This is an optimization exercise on Yosys and OpenROAD, whose aim is small area, a short achievable clock period and few clock cycles per item, not a production implementation. Only simulation tests tie the RTL to the original design; equivalence was not proved. Power and IR drop assume default switching activity.

$ cat config.mk
export PLATFORM = sky130hd
export DESIGN_NAME = smash_noc
export DESIGN_NICKNAME = smash_noc
export VERILOG_FILES = /design/flow/design.v
export SDC_FILE = /design/flow/constraint.sdc
export NUM_CORES = 4
export LEC_CHECK = 0
export CAP_MARGIN = 20
export CORE_MARGIN = 2
export CORE_UTILIZATION = 30
export PLACE_DENSITY = 0.5
export SLEW_MARGIN = 20
$ cat constraint.sdc
create_clock -name core_clock -period 6.0 [get_ports {i_clk}]
set_input_delay 1.2000 -clock core_clock [delete_from_list [all_inputs] [get_ports {i_clk}]]
set_output_delay 1.2000 -clock core_clock [all_outputs]
set_load 0.01 [all_outputs]
$ cat design.v
`timescale 1 ns / 1 ps
module smash_fifo #(
	parameter ADDR_SIZE = 1,
	parameter DATA_SIZE = 32
) (
	input i_clk, i_rst,
	input  [DATA_SIZE - 1:0] i_data,
	output [DATA_SIZE - 1:0] o_data,
	input                    i_read,
	input                    i_write,
	output                   o_full,
	output                   o_empty
);
	reg [DATA_SIZE - 1:0] mem[0:2 ** ADDR_SIZE - 1];
	reg [ADDR_SIZE - 1:0] read_ptr;
	reg [ADDR_SIZE - 1:0] write_ptr;
	reg empty;
	wire do_write = i_write && !o_full;
	wire do_read  = i_read && !empty;
	wire [ADDR_SIZE - 1:0] read_next = read_ptr + 'd1;
	assign o_empty = empty;
	assign o_full  = !empty && (read_ptr == write_ptr);
	assign o_data  = mem[read_ptr];
	always @(posedge i_clk) begin
		if (do_write) begin
			mem[write_ptr] <= i_data;
		end
	end
	always @(posedge i_clk) begin
		if (i_rst) begin
			read_ptr  <= 'd0;
			write_ptr <= 'd0;
			empty     <= 'b1;
		end else begin
			if (do_write) begin
				write_ptr <= write_ptr + 'd1;
			end
			if (do_read) begin
				read_ptr <= read_ptr + 'd1;
			end
			if (do_write) begin
				empty <= 'b0;
			end else if (do_read && (read_next == write_ptr)) begin
				empty <= 'b1;
			end
		end
	end
endmodule
`timescale 1 ns / 1 ps
module smash_noc #(
	parameter ADDR_SIZE       = 4,
	parameter DATA_SIZE       = 32,
	parameter NUM_ROWS        = 16,
	parameter NUM_COLUMNS     = 16,
	parameter ROUTER_ROW_ADDR = 6,
	parameter ROUTER_COL_ADDR = 9
) (
	input 					 i_clk, i_rst,
	input 					 i_ready_up,
	input [ADDR_SIZE - 1:0]  i_addr_row_up,
	input [ADDR_SIZE - 1:0]  i_addr_col_up,
	input [DATA_SIZE - 1:0]  i_data_up,
	input 					 i_valid_up,
	output reg 				 o_ready_up,
	output 					 o_valid_up,
	output [ADDR_SIZE - 1:0] o_addr_row_up,
	output [ADDR_SIZE - 1:0] o_addr_col_up,
	output [DATA_SIZE - 1:0] o_data_up,
	input 					 i_ready_down,
	input [ADDR_SIZE - 1:0]  i_addr_row_down,
	input [ADDR_SIZE - 1:0]  i_addr_col_down,
	input [DATA_SIZE - 1:0]  i_data_down,
	input 					 i_valid_down,
	output reg 				 o_ready_down,
	output 					 o_valid_down,
	output [ADDR_SIZE - 1:0] o_addr_row_down,
	output [ADDR_SIZE - 1:0] o_addr_col_down,
	output [DATA_SIZE - 1:0] o_data_down,
	input 					 i_ready_left,
	input [ADDR_SIZE - 1:0]  i_addr_row_left,
	input [ADDR_SIZE - 1:0]  i_addr_col_left,
	input [DATA_SIZE - 1:0]  i_data_left,
	input 					 i_valid_left,
	output reg 				 o_ready_left,
	output 					 o_valid_left,
	output [ADDR_SIZE - 1:0] o_addr_row_left,
	output [ADDR_SIZE - 1:0] o_addr_col_left,
	output [DATA_SIZE - 1:0] o_data_left,
	input 					 i_ready_right,
	input [ADDR_SIZE - 1:0]  i_addr_row_right,
	input [ADDR_SIZE - 1:0]  i_addr_col_right,
	input [DATA_SIZE - 1:0]  i_data_right,
	input 					 i_valid_right,
	output reg 				 o_ready_right,
	output 					 o_valid_right,
	output [ADDR_SIZE - 1:0] o_addr_row_right,
	output [ADDR_SIZE - 1:0] o_addr_col_right,
	output [DATA_SIZE - 1:0] o_data_right,
	input 					 pcpi_valid,
	input [31:0] 			 pcpi_insn,
	input [31:0] 			 pcpi_rs1,
	input [31:0] 			 pcpi_rs2,
	output reg 				 pcpi_wr,
	output [31:0] 			 pcpi_rd,
	output 					 pcpi_wait,
	output reg				 pcpi_ready
);
	localparam [2:0] DIR_UP     = 3'd0;
	localparam [2:0] DIR_RIGHT  = 3'd1;
	localparam [2:0] DIR_DOWN   = 3'd2;
	localparam [2:0] DIR_LEFT   = 3'd3;
	localparam [2:0] DIR_CENTER = 3'd4;
	localparam FIFO_WIDTH = 2 * ADDR_SIZE + DATA_SIZE;
	reg  [2:0] lane_direction;
	wire [FIFO_WIDTH - 1:0] o_fifo_data_up;
	wire [FIFO_WIDTH - 1:0] o_fifo_data_down;
	wire [FIFO_WIDTH - 1:0] o_fifo_data_right;
	wire [FIFO_WIDTH - 1:0] o_fifo_data_left;
	wire [FIFO_WIDTH - 1:0] o_fifo_data_center;
	wire full_up, full_down, full_left, full_right, full_center;
	wire empty_up, empty_down, empty_left, empty_right, empty_center;
	assign o_valid_up    = ~empty_up;
	assign o_valid_right = ~empty_right;
	assign o_valid_down  = ~empty_down;
	assign o_valid_left  = ~empty_left;
	assign o_data_up    = o_fifo_data_up[DATA_SIZE - 1:0];
	assign o_data_right = o_fifo_data_right[DATA_SIZE - 1:0];
	assign o_data_down  = o_fifo_data_down[DATA_SIZE - 1:0];
	assign o_data_left  = o_fifo_data_left[DATA_SIZE - 1:0];
	assign pcpi_rd      = o_fifo_data_center[DATA_SIZE - 1:0];
	assign o_addr_row_up    = o_fifo_data_up[ADDR_SIZE + DATA_SIZE - 1:DATA_SIZE];
	assign o_addr_row_right = o_fifo_data_right[ADDR_SIZE + DATA_SIZE - 1:DATA_SIZE];
	assign o_addr_row_down  = o_fifo_data_down[ADDR_SIZE + DATA_SIZE - 1:DATA_SIZE];
	assign o_addr_row_left  = o_fifo_data_left[ADDR_SIZE + DATA_SIZE - 1:DATA_SIZE];
	assign o_addr_col_up    = o_fifo_data_up[FIFO_WIDTH - 1:ADDR_SIZE + DATA_SIZE];
	assign o_addr_col_right = o_fifo_data_right[FIFO_WIDTH - 1:ADDR_SIZE + DATA_SIZE];
	assign o_addr_col_down  = o_fifo_data_down[FIFO_WIDTH - 1:ADDR_SIZE + DATA_SIZE];
	assign o_addr_col_left  = o_fifo_data_left[FIFO_WIDTH - 1:ADDR_SIZE + DATA_SIZE];
	assign pcpi_wait = pcpi_valid && !pcpi_ready;
	wire read_up     = i_ready_up;
	wire read_down   = i_ready_down;
	wire read_left   = i_ready_left;
	wire read_right  = i_ready_right;
	reg  read_center;
	reg write_up, write_down, write_left, write_right, write_center;
	wire [ADDR_SIZE - 1:0] row_addr = pcpi_rs2[ADDR_SIZE - 1:0];
	wire [ADDR_SIZE - 1:0] col_addr = pcpi_rs2[2 * ADDR_SIZE - 1:ADDR_SIZE];
	always @(posedge i_clk) begin
		if (i_rst) begin
			lane_direction <= DIR_UP;
		end else begin
			case (lane_direction)
				DIR_UP:     lane_direction <= DIR_RIGHT;
				DIR_RIGHT:  lane_direction <= DIR_DOWN;
				DIR_DOWN:   lane_direction <= DIR_LEFT;
				DIR_LEFT:   lane_direction <= DIR_CENTER;
				default:    lane_direction <= DIR_UP;
			endcase
		end
	end
	reg                    sel_valid;
	reg [ADDR_SIZE - 1:0]  sel_row;
	reg [ADDR_SIZE - 1:0]  sel_col;
	reg [DATA_SIZE - 1:0]  sel_data;
	always @(*) begin
		sel_valid = 1'b0;
		sel_row   = i_addr_row_up;
		sel_col   = i_addr_col_up;
		sel_data  = i_data_up;
		case (lane_direction)
			DIR_UP: begin
				sel_valid = i_valid_up;
			end
			DIR_RIGHT: begin
				sel_valid = i_valid_right;
				sel_row   = i_addr_row_right;
				sel_col   = i_addr_col_right;
				sel_data  = i_data_right;
			end
			DIR_DOWN: begin
				sel_valid = i_valid_down;
				sel_row   = i_addr_row_down;
				sel_col   = i_addr_col_down;
				sel_data  = i_data_down;
			end
			DIR_LEFT: begin
				sel_valid = i_valid_left;
				sel_row   = i_addr_row_left;
				sel_col   = i_addr_col_left;
				sel_data  = i_data_left;
			end
			DIR_CENTER: begin
				sel_valid = pcpi_valid && pcpi_insn[31];
				sel_row   = row_addr;
				sel_col   = col_addr;
				sel_data  = pcpi_rs1;
			end
			default: begin
			end
		endcase
	end
	wire [FIFO_WIDTH - 1:0] i_fifo_data = {sel_col, sel_row, sel_data};
	reg accept;
	always @(*) begin
		write_up     = 1'b0;
		write_down   = 1'b0;
		write_left   = 1'b0;
		write_right  = 1'b0;
		write_center = 1'b0;
		accept       = 1'b0;
		if (sel_valid) begin
			if (sel_col > ROUTER_COL_ADDR) begin
				write_right = 1'b1;
				accept      = !full_right;
			end else if (sel_col < ROUTER_COL_ADDR) begin
				write_left = 1'b1;
				accept     = !full_left;
			end else if (sel_row > ROUTER_ROW_ADDR) begin
				write_up = 1'b1;
				accept   = !full_up;
			end else if (sel_row < ROUTER_ROW_ADDR) begin
				write_down = 1'b1;
				accept     = !full_down;
			end else if (lane_direction != DIR_CENTER) begin
				write_center = 1'b1;
				accept       = !full_center;
			end else begin
				accept = 1'b1;
			end
		end
	end
	always @(*) begin
		o_ready_up    = 1'b0;
		o_ready_right = 1'b0;
		o_ready_down  = 1'b0;
		o_ready_left  = 1'b0;
		pcpi_ready    = 1'b0;
		pcpi_wr       = 1'b0;
		read_center   = 1'b0;
		case (lane_direction)
			DIR_UP:    o_ready_up    = accept;
			DIR_RIGHT: o_ready_right = accept;
			DIR_DOWN:  o_ready_down  = accept;
			DIR_LEFT:  o_ready_left  = accept;
			DIR_CENTER: begin
				if (pcpi_valid) begin
					if (pcpi_insn[31]) begin
						pcpi_ready = accept;
					end else if (!empty_center) begin
						pcpi_ready  = 1'b1;
						pcpi_wr     = 1'b1;
						read_center = 1'b1;
					end
				end
			end
			default: begin
			end
		endcase
	end
	smash_fifo #(1, FIFO_WIDTH) lane_fifo_up (
		.i_clk   (i_clk),
		.i_rst   (i_rst),
		.i_write (write_up),
		.i_read  (read_up),
		.i_data  (i_fifo_data),
		.o_data  (o_fifo_data_up),
		.o_full  (full_up),
		.o_empty (empty_up)
	);
	smash_fifo #(1, FIFO_WIDTH) lane_fifo_down (
		.i_clk   (i_clk),
		.i_rst   (i_rst),
		.i_write (write_down),
		.i_read  (read_down),
		.i_data  (i_fifo_data),
		.o_data  (o_fifo_data_down),
		.o_full  (full_down),
		.o_empty (empty_down)
	);
	smash_fifo #(1, FIFO_WIDTH) lane_fifo_left (
		.i_clk   (i_clk),
		.i_rst   (i_rst),
		.i_write (write_left),
		.i_read  (read_left),
		.i_data  (i_fifo_data),
		.o_data  (o_fifo_data_left),
		.o_full  (full_left),
		.o_empty (empty_left)
	);
	smash_fifo #(1, FIFO_WIDTH) lane_fifo_right (
		.i_clk   (i_clk),
		.i_rst   (i_rst),
		.i_write (write_right),
		.i_read  (read_right),
		.i_data  (i_fifo_data),
		.o_data  (o_fifo_data_right),
		.o_full  (full_right),
		.o_empty (empty_right)
	);
	smash_fifo #(1, FIFO_WIDTH) lane_fifo_center (
		.i_clk   (i_clk),
		.i_rst   (i_rst),
		.i_write (write_center),
		.i_read  (read_center),
		.i_data  (i_fifo_data),
		.o_data  (o_fifo_data_center),
		.o_full  (full_center),
		.o_empty (empty_center)
	);
endmodule
$ cat run.sh
#!/bin/bash
# synth_recipe.tcl (not shown) runs the flow's synth.tcl, then flattens the netlist and writes it again
# the make line also repeats each setting of config.mk as NAME=value (left out here)
make -C /OpenROAD-flow-scripts/flow DESIGN_CONFIG=/design/flow/config.mk WORK_HOME=/design/flow/orfs CLKGATE_MAP_FILE= SYNTH_SCRIPT=/design/flow/synth_recipe.tcl finish
==> impl_results.md <==
* Status: finished clean
* Worst-skew pair later-pin latency at 0.56 ns
* Root buf cell: clkbuf_16
* Crit path required time at 4.80 ns
* CTS Buffer Depth at 3
* Setup crit end kind: primary output
* Clock network fraction of total power at 0.371
* Net switching power at 1680 uW
* Async set or reset register ratio after synthesis at 0
* DPL Wire Length at 37200 um
* Achievable Freq at roughly 0.18 GHz
* Layout cells sized above 1 at 0.234
* Io pins at 470
* Leak at between 0.007 and 0.008 uW
* Setup bufs post-CTS at 0
* Relative slew margins at 0.285
* Global-route wire length before repair at 75100 um
* Hold WS at 0.556 ns
* Core footprint at between 0.05 and 0.06 mm^2
* Vias at 10.4k
* Synth cell count leaders: edfxtp_1 (384), mux2_2 (204), nor2_1 (76)
* Post-Route WL at roughly 55000 um
* Routed WL per cell at 24.7 um
* Final net count at 1710
* Vias in the first global route at 10.6k
* Sequential share of power at 0.482
* Max-Cap Viols at 0
* DR vias/cell at ~4.7
* Drt first pass iters at 4
* RSZ-0062 raised after global routing: false
* Synthesized area per cell at 17.0 um^2
* Largest net degree at the start of global routing at 53
* PD cells at around 300 mW/mm^2
* Sum of negative setup slack at 0 ns
* Initial antenna violation count at 2
* Drt drc at 0
* Initial Utilization at 0.305
* Final Skew at 0.0156 ns
* Final Wtd Congestion at 0.748
* Grt total ovfl at 0
* Final Hold Viols at 0
* Port Buffers at ~410
* Post-synth EDFFs at 384
* Final period util at 0.918
* Flops & latches, synth at a little over 400
* Post-DRT Antenna Nets at 0
* Most numerous cell in the Yosys netlist: edfxtp_1
* Final worst slack at 0.491 ns
* Peak supply drop at 0.188 mV
* Clock slew at reported path FFs at 0.06 ns
* Count of final setup violators at 0
* Synth area leader: edfxtp_1
* Syn Inst Count at 994
* Cell area after synthesis at 0.0169 mm^2
* CTS Hold Buffers Added at 0
* Top cells by area, synth: edfxtp_1 (68%), mux2_2 (14%), dfxtp_1 (2.7%), mux2i_1 (2.7%), mux4_2 (2.0%)
* Worst Tran Pin Value at between 1 and 1.5 ns
* Die Y at 241 um
* Synth cell types at 60
* Post-Syn Nets at between 1k and 1.5k
* Pins over their slew limit at 0
* Tot GR Track Use at 0.184
* Die W at 241 um
* H-Tree Depth at 2
* Synth Flop Type: edfxtp_1
* CP max FO at 45
* Int Power at 5360 uW
* Diode count at 0
* CTS tree: done
* P&R area growth vs syn at 39.3%
* Sw frac at 0.239
* Tmin final at roughly 5.5 ns
* DP Worst Slack at 0.533 ns
* Combinational share of power at 0.147
* Hold WC Path Type: reg2reg
* CP Class: reg2out
* CP arrival at 4.31 ns
* Resized cells post-CTS at 0
* Die ar. at 0.0582 mm^2
* Num CTS Buffers at 44
* Rows at 86
* Register area share after synthesis at 0.710
* CP Launch Type: register
* Initial DRC Count at 498
* YS warnings at 2
* Number of fill cells at 5063
* Clock sinks at 407
* Post-synth top area share at 0.683
[worst paths after layout]
check                          start                 endpoint  slack [ns]  depth (start not counted)
hold / removal    lane_fifo_up.empty       lane_fifo_up.empty        0.56                          2
setup reg to reg   lane_direction[1]  lane_fifo_up.mem[0][25]        1.79                          8
hold reg to reg   lane_fifo_up.empty       lane_fifo_up.empty        0.56                          2
setup / recovery   lane_direction[1]               o_ready_up        0.49                          8
[cell usage in the layout, fill, tap and decap left out, types with 4 or more instances in the layout]
cell             Yosys  layout
a21oi_1             45      45
a22oi_1             13      13
and2_2               0       4
buf_4                2      37
bufinv_16            0       4
clkbuf_1            20       9
clkbuf_16            0      45
clkdlybuf4s50_1      0     414
clkinv_1             0      12
dfxtp_1             23      15
dfxtp_2              0       5
edfxtp_1           384     384
inv_1               10       9
mux2_2             204     204
mux2i_1             46      46
mux4_2              15      15
nand2_1             10      10
nand2b_1             4       4
nor2_1              76      74
nor2b_1              7       5
nor3_1               6       6
o21ai_0             12       7
o21ai_1              1       6
o21bai_1             6       6
o22ai_1              7       7
or3_1                4       4
xnor2_1             10      10
xor2_1               5       5
[flip-flops by register name, summed over array words and instances (netlist names), 3 cells and up, named ones only]
name	cells
lane_direction	3
lane_fifo_center.mem	64
lane_fifo_down.mem	80
lane_fifo_left.mem	80
lane_fifo_right.mem	80
lane_fifo_up.mem	80
[cell type report]
cell class / count / area, um^2 / share of cell area
Sequential cell: 407 / 12000 / 0.511
Multi-Input combinational cell: 526 / 4690 / 0.199
Timing Repair Buffer: 454 / 4470 / 0.190
Clock buffer: 54 / 1160 / 0.0493
Tap cell: 748 / 936 / 0.0398
Clock inverter: 23 / 213 / 0.00905
Inverter: 10 / 37.5 / 0.00160
[power by group through the flow]
| stage | logic [uW] | registers [uW] | clock network, uW |
|---|---|---|---|
| floorplan | 480 | 3400 | 0 |
| global placement | 1040 | 3450 | 0 |
| detailed placement | 1050 | 3450 | 0 |
| CTS | 1060 | 3390 | 2690 |
| global route | 1110 | 3400 | 2780 |
| finish | 1030 | 3390 | 2610 |
[through the flow]
step | utilization | instance area (um^2) | total power, uW | std cells
2_1_floorplan | - | 16900 | 3880 | 994
3_3_place_gp | 0.399 | 22100 | 4490 | 2144
3_5_place_dp | 0.399 | 22100 | 4500 | 2144
4_1_cts | 0.424 | 23500 | 7140 | 2221
5_1_grt | 0.424 | 23500 | 7300 | 2222
6_report | 0.424 | 23500 | 7040 | 2222
[worst max-delay path, cell delays in order, from the launching register on]
cell and delay, ns:
dfxtp_4 0.89, or3b_1 0.52, nor2_1 0.08, o22a_1 0.27
or4_4 0.57, o221a_1 0.30, o21ai_1 0.40, nor3_1 0.09
clkdlybuf4s50_1 0.59
[cell families (layout without fill, tap and decap cells)]
logic type | Yosys count | after routing | share of synthesized area
AO/OA/AOI/OAI | 107 | 107 | 0.0408
XOR/XNOR | 16 | 16 | 0.00875
buffers and inverters | 61 | 541 | 0.0152
flip-flops | 407 | 407 | 0.710
multiplexers | 267 | 267 | 0.185
AND/OR/NAND/NOR | 136 | 136 | 0.0402
[layer usage]
layer	up-vias	global-route usage	part of all wire	wire length [um]
met5	-	0	0	0
met4	0	0.0395	0.018	962
met3	58	0.0420	0.060	3280
met2	295	0.311	0.49	26700
met1	5312	0.241	0.44	23900
li1	4756	-	-	-
Testbench counts, summed over its fixed seeds: cycles 10,289, items 8,000.

separate check: timing with driven ports:
How much do the figures lean on ideal ports? The routed layout below was timed once more, with nothing changed but the port constraints. Step 1 (the two cells are an assumption about what drives the block):
set clk [get_ports {i_clk}]
set_driving_cell -lib_cell sky130_fd_sc_hd__clkbuf_16 $clk
set_driving_cell -lib_cell sky130_fd_sc_hd__buf_2 [delete_from_list [all_inputs] $clk]
Step 2 times the ports against the registers' clock, not the clock port: input delays grow and output delays shrink by t, the midpoint of the rising clock arrivals with the driver on. a / b / c = ideal / step 1 / step 2; a / b = the first two.
t (ns): 0.605
slack for setup (ns): 0.491 / 0.437 / 0.539
worst setup path after step 2: input to output
latest minus earliest clock arrival (ns): 0.017 / 0.017
After both steps setup and hold are still met in this run. The setup slack of this run moves by -0.054 ns with the drivers and by +0.048 ns with both steps.
